From an optimization exercise on the open Yosys and OpenROAD flow, aimed at small area, a short achievable clock period and few clock cycles per item; shortcuts taken in it are not production practice. Function was checked by simulation only, so behaviour that the tests miss may differ from the original. The clock input has no modelled driver; a real chip could not lean on it and would need a root buffer or a full tree. Power and IR drop assume default switching activity.

Design divider, start of the top module:
module divider (clk, quot, rem, fin, dvdend, dvsor, reset);
For scale: about 520 cells after synthesis, ~200 I/O pins, about 5000 µm² of cells after synthesis.
clock: 7.0 ns
lec_check: 0
abc_clock_period_in_ps: 2000
cap_margin: 20
core_margin: 2
core_utilization: 40
setup_slack_margin: 4.5
slew_margin: 20
standard.sh (not shown) runs the stock make flow with config.mk's settings and CLKGATE_MAP_FILE= SYNTH_SCRIPT=/design/flow/synth_recipe.tcl, a recipe that flattens the netlist after the stock synthesis.
==> flow/flow/run.sh <==
#!/bin/bash
# Standard layout, with the port buffers made of the smallest buffer cell.
set -euo pipefail
export BUFFER_PORTS_ARGS="-buffer_cell sky130_fd_sc_hd__buf_1"
bash standard.sh > standard.log 2>&1
Testbench counts at the start, summed over its fixed seeds: cycles 108,800, items 3,200.
Then changed:
--- a/flow/config.mk
+++ b/flow/config.mk
@@ -8 +7,0 @@
-export ABC_CLOCK_PERIOD_IN_PS = 2000
@@ -11,2 +10,3 @@
-export CORE_UTILIZATION = 40
-export SETUP_SLACK_MARGIN = 4.5
+export CORE_UTILIZATION = 60
+export PLACE_DENSITY = 0.75
+export SETUP_SLACK_MARGIN = 5
Area after synthesis does not change.
Register-to-register slack is worse by 40 ps.
Core utilization climbs by 36 points.
Routed wire length climbs by about 35%.
Design area climbs by about 12%.
Then changed:
--- a/flow/flow/run.sh
+++ b/flow/flow/run.sh
@@ -4,0 +5 @@
+export SKIP_REPAIR_TIE_FANOUT=1
--- a/flow/config.mk
+++ b/flow/config.mk
@@ -7,0 +8 @@
+export ABC_AREA = 1
@@ -10,3 +11,2 @@
-export CORE_UTILIZATION = 60
-export PLACE_DENSITY = 0.75
-export SETUP_SLACK_MARGIN = 5
+export CORE_UTILIZATION = 40
+export SETUP_SLACK_MARGIN = 4.65
What happened: The changed run finished clean. Combinational power is lower by 37%. Core utilization is lower by 41 points. Count of clock-buffer cells in the layout is higher by 2. Total power is lower by 23%. Sequential share of layout area is higher by 1.7 points. Non-clock buffer count is lower by 23. Cell area is lower by 9.9%.


## job 8404
divider again, from the RTL that the note above started with.
==> flow/config.mk <==
export PLATFORM = sky130hd
export DESIGN_NAME = divider
export DESIGN_NICKNAME = divider
export VERILOG_FILES = /design/flow/design.v
export SDC_FILE = /design/flow/constraint.sdc
export NUM_CORES = 4
export LEC_CHECK = 0
export ABC_AREA = 1
export CAP_MARGIN = 20
export CORE_MARGIN = 2
export CORE_UTILIZATION = 55
export SETUP_SLACK_MARGIN = 4.75
export SLEW_MARGIN = 20
==> flow/constraint.sdc <==
create_clock -name core_clock -period 7.0 [get_ports {clk}]
set_input_delay 1.4000 -clock core_clock [delete_from_list [all_inputs] [get_ports {clk}]]
set_output_delay 1.4000 -clock core_clock [all_outputs]
set_load 0.01 [all_outputs]
==> flow/flow/run.sh <==
#!/bin/bash
# Standard layout, with the port buffers made of the smallest buffer cell.
set -euo pipefail
export BUFFER_PORTS_ARGS="-buffer_cell sky130_fd_sc_hd__buf_1"
export SKIP_REPAIR_TIE_FANOUT=1
export PRE_CTS_TCL="$PWD/flow/pre_cts.tcl"
export MANUAL_CTS_NBUF=4
export ADDER_MAP_FILE=
bash standard.sh > standard.log 2>&1
Other scripts of this flow, unchanged in this note and not shown: flow/flow/pre_cts.tcl
Job 8404: done, clean on timing, DRC and antenna
Testbench counts of job 8404, summed over its fixed seeds: cycles 108,800, items 3,200.
--- input diff job 8404..job 3252 ---
- SETUP_SLACK_MARGIN now 4.65, was 4.75
==> flow/flow/run.sh <==
#!/bin/bash
set -euo pipefail
cp -r "$FLOW_HOME/scripts" scripts_local
cp flow/abc_area.script scripts_local/abc_area.script
export SCRIPTS_DIR="$PWD/scripts_local"
export BUFFER_PORTS_ARGS="-buffer_cell sky130_fd_sc_hd__buf_1"
export SKIP_REPAIR_TIE_FANOUT=1
export PRE_CTS_TCL="$PWD/flow/pre_cts.tcl"
export MANUAL_CTS_NBUF=4
bash standard.sh > standard.log 2>&1
==> flow/flow/abc_area.script (new file) <==
strash
dch
map -a
topo
## What came out
- Power consumption (job 3252 vs. job 8404) increases by more than 10%
- Against job 8404, highest clock rate in job 3252 came out worse.
- The hold slack on job 8404 is in line with that on job 3252.
- Summary of the comparison: length in cells of the worst reg-to-reg path is higher in job 3252, relative to job 8404.
- Fraction of the cycle the final worst path needs in job 3252 vs job 8404: up 8.8 points
- Compared with job 8404, post-route cell area in job 3252 increased slightly.
- Compared job 3252 vs job 8404, and total met3 wirelength after detailed routing is down in job 3252.
--- input diff job 3252..job 9659 ---
- SETUP_SLACK_MARGIN now 4.5, was 4.65
- CORE_UTILIZATION now 40, was 55
==> flow/flow/run.sh <==
#!/bin/bash
# Standard layout, with the port buffers made of the smallest buffer cell.
set -euo pipefail
export BUFFER_PORTS_ARGS="-buffer_cell sky130_fd_sc_hd__buf_1"
export SKIP_REPAIR_TIE_FANOUT=1
export PRE_CTS_TCL="$PWD/flow/pre_cts.tcl"
export MANUAL_CTS_NBUF=4
bash standard.sh > standard.log 2>&1
removed: flow/flow/abc_area.script
Notes after the runs:
Job 3252 → job 9659: number of combinational gates with multiple inputs up about 34%, post-layout worst setup margin up 0.45 ns, overall global routing resource usage down 6.6 points. The destination of the critical timing path comes out r[16] in one run and r[14] in the other, namely in job 9659 and job 3252 respectively. Summary of job 9659 over job 3252: number of placed instances, taps included moved up, maximum resistive drop on vdd lower, sequential cell area now smaller.
No run of this note takes its clock network from TritonCTS; it comes from the design's own scripts or RTL.


wip/delta:
Starting RTL as in the previous note.
==> flow/design.v (excerpt) <==
module divider (clk, quot, rem, fin, dvdend, dvsor, reset);
	output [31:0] quot;
	output [63:0] rem;
	output fin;
	input [63:0] dvdend;
	input [31:0] dvsor;
	input clk, reset;
	reg [31:0] r;     
	reg [31:0] q;     
	reg [4:0] cnt;    
	reg ld;           
	reg fin;
	reg [31:0] d;     
	wire [31:0] a = {r[30:0], q[31]};
	wire [31:0] p = a ^ ~d;
	wire [31:0] g0 = {a[31:1] & ~d[31:1], a[0] | ~d[0]};
	wire [31:0] p0 = p;
	wire g1_1 = g0[1] | (p0[1] & g0[0]);
	wire p1_1 = p0[1] & p0[0];
	wire g1_3 = g0[3] | (p0[3] & g0[2]);
	wire p1_3 = p0[3] & p0[2];
	wire g1_5 = g0[5] | (p0[5] & g0[4]);
	wire p1_5 = p0[5] & p0[4];
	wire g1_7 = g0[7] | (p0[7] & g0[6]);
	wire p1_7 = p0[7] & p0[6];
	wire g1_9 = g0[9] | (p0[9] & g0[8]);
	wire p1_9 = p0[9] & p0[8];
	wire g1_11 = g0[11] | (p0[11] & g0[10]);
	wire p1_11 = p0[11] & p0[10];
	wire g1_13 = g0[13] | (p0[13] & g0[12]);
	wire p1_13 = p0[13] & p0[12];
	wire g1_15 = g0[15] | (p0[15] & g0[14]);
	wire p1_15 = p0[15] & p0[14];
	wire g1_17 = g0[17] | (p0[17] & g0[16]);
	wire p1_17 = p0[17] & p0[16];
	wire g1_19 = g0[19] | (p0[19] & g0[18]);
	wire p1_19 = p0[19] & p0[18];
	wire g1_21 = g0[21] | (p0[21] & g0[20]);
	wire p1_21 = p0[21] & p0[20];
	wire g1_23 = g0[23] | (p0[23] & g0[22]);
	wire p1_23 = p0[23] & p0[22];
	wire g1_25 = g0[25] | (p0[25] & g0[24]);
	wire p1_25 = p0[25] & p0[24];
	wire g1_27 = g0[27] | (p0[27] & g0[26]);
	wire p1_27 = p0[27] & p0[26];
	wire g1_29 = g0[29] | (p0[29] & g0[28]);
	wire p1_29 = p0[29] & p0[28];
	wire g1_31 = g0[31] | (p0[31] & g0[30]);
	wire p1_31 = p0[31] & p0[30];
	wire g2_2 = g0[2] | (p0[2] & g1_1);
	wire p2_2 = p0[2] & p1_1;
	wire g2_3 = g1_3 | (p1_3 & g1_1);
	wire p2_3 = p1_3 & p1_1;
	wire g2_6 = g0[6] | (p0[6] & g1_5);
	wire p2_6 = p0[6] & p1_5;
	wire g2_7 = g1_7 | (p1_7 & g1_5);
  ...
Settings: LEC_CHECK=0, ABC_AREA=1, CAP_MARGIN=20, CORE_MARGIN=2, CORE_UTILIZATION=40, SETUP_SLACK_MARGIN=4.5, SLEW_MARGIN=20; clock period 7.0 ns.
==> flow/flow/run.sh <==
#!/bin/bash
# Standard layout with three changes: the port buffers are the smallest
# buffer cell, tie cells are not duplicated per load, and ABC maps with the
# area script in flow/abc_area.script. Each tool's output goes to its own log.
set -euo pipefail
cp -r "$FLOW_HOME/scripts" scripts_local
cp flow/abc_area.script scripts_local/abc_area.script
export SCRIPTS_DIR="$PWD/scripts_local"
export BUFFER_PORTS_ARGS="-buffer_cell sky130_fd_sc_hd__buf_1"
export SKIP_REPAIR_TIE_FANOUT=1

bash standard.sh > standard.log 2>&1
==> flow/flow/abc_area.script <==
strash
&get -n
&st
&dch
&nf
&put
buffer -c
topo
stime -c
upsize -c
dnsize -c
Testbench counts of wip/delta, summed over its fixed seeds: cycles 108,800, items 3,200.
## Diff of input files: wip/violet against wip/delta
==> flow/flow/run.sh <==
#!/bin/bash
# Standard layout, with the port buffers made of the smallest buffer cell.
set -euo pipefail
export BUFFER_PORTS_ARGS="-buffer_cell sky130_fd_sc_hd__buf_1"
export SKIP_REPAIR_TIE_FANOUT=1
export RECOVER_POWER=100
bash standard.sh > standard.log 2>&1
removed: flow/flow/abc_area.script
[summary]
wip/violet: complete, dirty (max-capacitance violations, max-slew violations). For wip/violet, the start point of the critical path was ld$_DFF_P_, unlike wip/delta, where it was q[31]$_DFF_P_. Share of the clock period used by the worst path after layout sits higher in wip/violet than in wip/delta. wip/delta ended up with fewer cell instances than wip/violet did. Summary of wip/violet over wip/delta: synthesized instance count grew by 252, via count normalized by instance count shrank by 0.48, number of multi-input combinational cells grew by about 60%. Total power (wip/violet over wip/delta): decrease, 2.6%. wip/delta → wip/violet: wire length of the first global-routing pass increased about 3%, aggregate routed wire length went up 930 µm, via count grew by 705, sequential area share after synthesis shows a reduction of 2.3 points, number of logic inverters in the finished layout has increased.
## Diff of input files: wip/xenon against wip/violet
==> flow/flow/run.sh <==
#!/bin/bash
# Standard layout, with the port buffers made of the smallest buffer cell.
set -euo pipefail
export BUFFER_PORTS_ARGS="-buffer_cell sky130_fd_sc_hd__buf_1"
bash standard.sh > standard.log 2>&1
[summary]
wip/xenon completed; timing, DRC and antenna clean. Compare wip/xenon and wip/violet | total number of nets in the final design lower: wip/violet. Of wip/xenon and wip/violet, the run reporting the higher worst-case setup margin in the final layout was wip/xenon. r[12]$_DFF_P_ as the end point of the critical path was reported by wip/violet, and rem[33] by wip/xenon. Measured against each other, wip/xenon and wip/violet differ in critical path depth, the higher figure coming from wip/violet. Between wip/xenon and wip/violet, it is wip/xenon whose post-route cell area is higher, by 2.2%.


Another version of the RTL of divider (not shown whole).
For scale: ~710 cells after synthesis, roughly 100 flip-flops, roughly 200 I/O pins.
==> flow/config.mk <==
export PLATFORM = sky130hd
export DESIGN_NAME = divider
export DESIGN_NICKNAME = divider
export VERILOG_FILES = /design/flow/design.v
export SDC_FILE = /design/flow/constraint.sdc
export NUM_CORES = 4
export LEC_CHECK = 0
export ABC_AREA = 1
export CAP_MARGIN = 20
export CORE_MARGIN = 2
export CORE_UTILIZATION = 55
export SETUP_SLACK_MARGIN = 4.75
export SLEW_MARGIN = 20
==> flow/constraint.sdc <==
create_clock -name core_clock -period 7.0 [get_ports {clk}]
set_input_delay 1.4000 -clock core_clock [delete_from_list [all_inputs] [get_ports {clk}]]
set_output_delay 1.4000 -clock core_clock [all_outputs]
set_load 0.01 [all_outputs]
==> flow/flow/run.sh <==
#!/bin/bash
# Standard layout, with the port buffers made of the smallest buffer cell.
set -euo pipefail
export BUFFER_PORTS_ARGS="-buffer_cell sky130_fd_sc_hd__buf_1"
export SKIP_REPAIR_TIE_FANOUT=1
export PRE_CTS_TCL="$PWD/flow/pre_cts.tcl"
export MANUAL_CTS_NBUF=4
export ADDER_MAP_FILE=
bash standard.sh > standard.log 2>&1
Other scripts of this flow, unchanged in this note and not shown: flow/flow/pre_cts.tcl
Testbench counts at the start, summed over its fixed seeds: cycles 108,800, items 3,200.
Next try:
--- a/flow/config.mk
+++ b/flow/config.mk
@@ -10,4 +10,4 @@
 export CORE_MARGIN = 2
-export CORE_UTILIZATION = 55
-export SETUP_SLACK_MARGIN = 4.75
+export CORE_UTILIZATION = 45
+export SETUP_SLACK_MARGIN = 4.7
 export SLEW_MARGIN = 20
Outcome:
- fmax drops slightly
- power drops slightly
- wire length climbs by a few percent
- cell count climbs by a few percent
- critical path depth does not change
- via count drops slightly
- die area climbs by about a fifth
Next try:
--- a/flow/config.mk
+++ b/flow/config.mk
@@ -10,3 +10,3 @@
 export CORE_MARGIN = 2
-export CORE_UTILIZATION = 45
+export CORE_UTILIZATION = 55
 export SETUP_SLACK_MARGIN = 4.7
What happened: Sequential power is about the same; setup slack improved by 0.040 ns; synthesized cell count stays the same; synthesized area does not change; routed wire length fell by a few percent; hold slack is about the same.
Next try:
--- a/flow/config.mk
+++ b/flow/config.mk
@@ -11,3 +11,3 @@
 export CORE_UTILIZATION = 55
-export SETUP_SLACK_MARGIN = 4.7
+export SETUP_SLACK_MARGIN = 4.85
 export SLEW_MARGIN = 20
What happened:
- routed wire length grows by a little under a tenth
- global-route usage increases by 0.62 points
- via count grows by a few percent
- combinational power is higher by about a fifth
- register-to-register slack is worse by 0.15 ns
Next try:
--- a/flow/flow/run.sh
+++ b/flow/flow/run.sh
@@ -1,3 +1,10 @@
 #!/bin/bash
-# Standard layout, with the port buffers made of the smallest buffer cell.
+# The standard layout (standard.sh), with four changes:
+# - synthesis skips Yosys's full/half-adder extraction (ADDER_MAP_FILE empty),
+#   so ABC maps the whole subtractor; registers are unchanged;
+# - the port buffers are the smallest buffer cell (buf_1), one per port as usual;
+# - tie cells are not duplicated per load (one tie cell drives rem[31:0]);
+# - the clock tree is one level of four clkbuf_16 buffers, each driving a
+#   quarter of the flip-flops (flow/pre_cts.tcl), in place of TritonCTS's tree.
+# Each tool's full output goes to standard.log and to ORFS's own logs.
 set -euo pipefail
--- a/flow/config.mk
+++ b/flow/config.mk
@@ -11,3 +11,3 @@
 export CORE_UTILIZATION = 55
-export SETUP_SLACK_MARGIN = 4.85
+export SETUP_SLACK_MARGIN = 4.7
 export SLEW_MARGIN = 20
Setup slack is better by 0.058 ns.
Routed wire length falls by 7.6%.
Design area goes down by 7.3%.
Sequential power shrinks by about 2%.
Total power fell by 8.6%.
First-iteration DRC count came out lower by 35%.
Sequential cell count stays the same.
Via count shrinks by 3.9%.
Clock power stays flat.
Global-route usage decreases by 0.62 points.
Register-to-register slack gets better by 0.15 ns.
No run of this note takes its clock network from TritonCTS; it comes from the design's own scripts or RTL.


Setup of build 61:
RTL: one of the versions met above, not the one the previous note started from.
Size in the first run: roughly 790 cells after synthesis, roughly 100 flip-flops.
Settings: LEC_CHECK=0, ABC_AREA=1, CAP_MARGIN=20, CORE_MARGIN=2, CORE_UTILIZATION=40, SETUP_SLACK_MARGIN=4.5, SLEW_MARGIN=20; clock period 7.0 ns.
==> flow/flow/run.sh <==
#!/bin/bash
# Standard layout, with the port buffers made of the smallest buffer cell.
set -euo pipefail
export BUFFER_PORTS_ARGS="-buffer_cell sky130_fd_sc_hd__buf_1"
export SKIP_REPAIR_TIE_FANOUT=1
bash standard.sh > standard.log 2>&1
Testbench counts of build 61, summed over its fixed seeds: cycles 108,800, items 3,200.
diff inputs: build 61 => trial 40
==> flow/run.sh (new file) <==
#!/bin/bash
# synth_recipe.tcl (not shown) runs the flow's synth.tcl, then flattens the netlist and writes it again
# the make line also repeats each setting of config.mk as NAME=value (left out here)
make -C /OpenROAD-flow-scripts/flow DESIGN_CONFIG=/design/flow/config.mk WORK_HOME=/design/flow/orfs CLKGATE_MAP_FILE= SYNTH_SCRIPT=/design/flow/synth_recipe.tcl finish
removed: flow/flow/run.sh
removed: flow/standard.sh
### Flow results
- Final critical-path setup slack in trial 40 is 0.055 ns below build 61.
- Against build 61 as the reference, trial 40 delivers a higher wire length.
- Re non-clock buffer count: trial 40 is 2.3% down on build 61.
- Of build 61 and trial 40, the run reporting the higher peak ir drop on the vdd network was build 61.

[port drivers added, routing unchanged]
The flow's constraints put no driver on any port. The routed layouts listed below were extracted and timed again, unchanged, in two steps.
Step 1, drivers: a clkbuf_16 drives clk and a buf_2 each remaining input, both assumed.
Step 2 also shifts input and output timing later by t, the mid clock arrival at the registers, as if the neighbouring blocks saw the same clock.
Three values: no drivers, after step 1, after step 2; two values: the first two.
| run | shift t [ns] | slack for setup (ns) | worst setup path at the end | worst register clock-pin slew, ns | cell pins on the clock port's net |
|---|---|---|---|---|---|
| the first run of note 1 | 0.396 | 4.348 / 4.348 / 4.348 | register to register | 0.08 / 0.08 | 1 |
| the second run of note 1 | 0.420 | 4.306 / 4.306 / 4.306 | register to register | 0.13 / 0.13 | 1 |
| the third run of note 1 | 0.391 | 4.634 / 4.595 / 4.769 | register to register | 0.08 / 0.08 | 1 |
| job 8404 | 0.242 | 4.836 / 4.756 / 4.875 | register to register | 0.11 / 0.11 | 4 |
| job 3252 | 0.243 | 4.222 / 4.222 / 4.222 | register to register | 0.11 / 0.11 | 4 |
| job 9659 | 0.244 | 4.674 / 4.673 / 4.673 | register to register | 0.11 / 0.11 | 4 |
| wip/delta | 0.392 | 4.364 / 4.364 / 4.364 | register to register | 0.08 / 0.08 | 1 |
| wip/violet | 0.390 | 3.277 / 3.277 / 3.277 | register to register | 0.07 / 0.07 | 1 |
| wip/xenon | 0.391 | 4.617 / 4.573 / 4.669 | register to register | 0.07 / 0.07 | 1 |
| the first run of note 4 | 0.240 | 4.789 / 4.706 / 4.850 | register to register | 0.10 / 0.10 | 4 |
| the second run of note 4 | 0.237 | 4.756 / 4.679 / 4.833 | register to register | 0.11 / 0.11 | 4 |
| the third run of note 4 | 0.238 | 4.797 / 4.716 / 4.887 | register to register | 0.10 / 0.10 | 4 |
| the fourth run of note 4 | 0.240 | 4.739 / 4.737 / 4.739 | register to register | 0.11 / 0.11 | 4 |
| the fifth run of note 4 | 0.238 | 4.797 / 4.716 / 4.887 | register to register | 0.10 / 0.10 | 4 |
| build 61 | 0.391 | 4.625 / 4.587 / 4.664 | register to register | 0.07 / 0.07 | 1 |
| trial 40 | 0.392 | 4.570 / 4.528 / 4.662 | register to register | 0.07 / 0.07 | 1 |
For job 9659, which loses most, drivers alone change the setup slack by -0.001 ns; drivers and shift together by -0.001 ns.
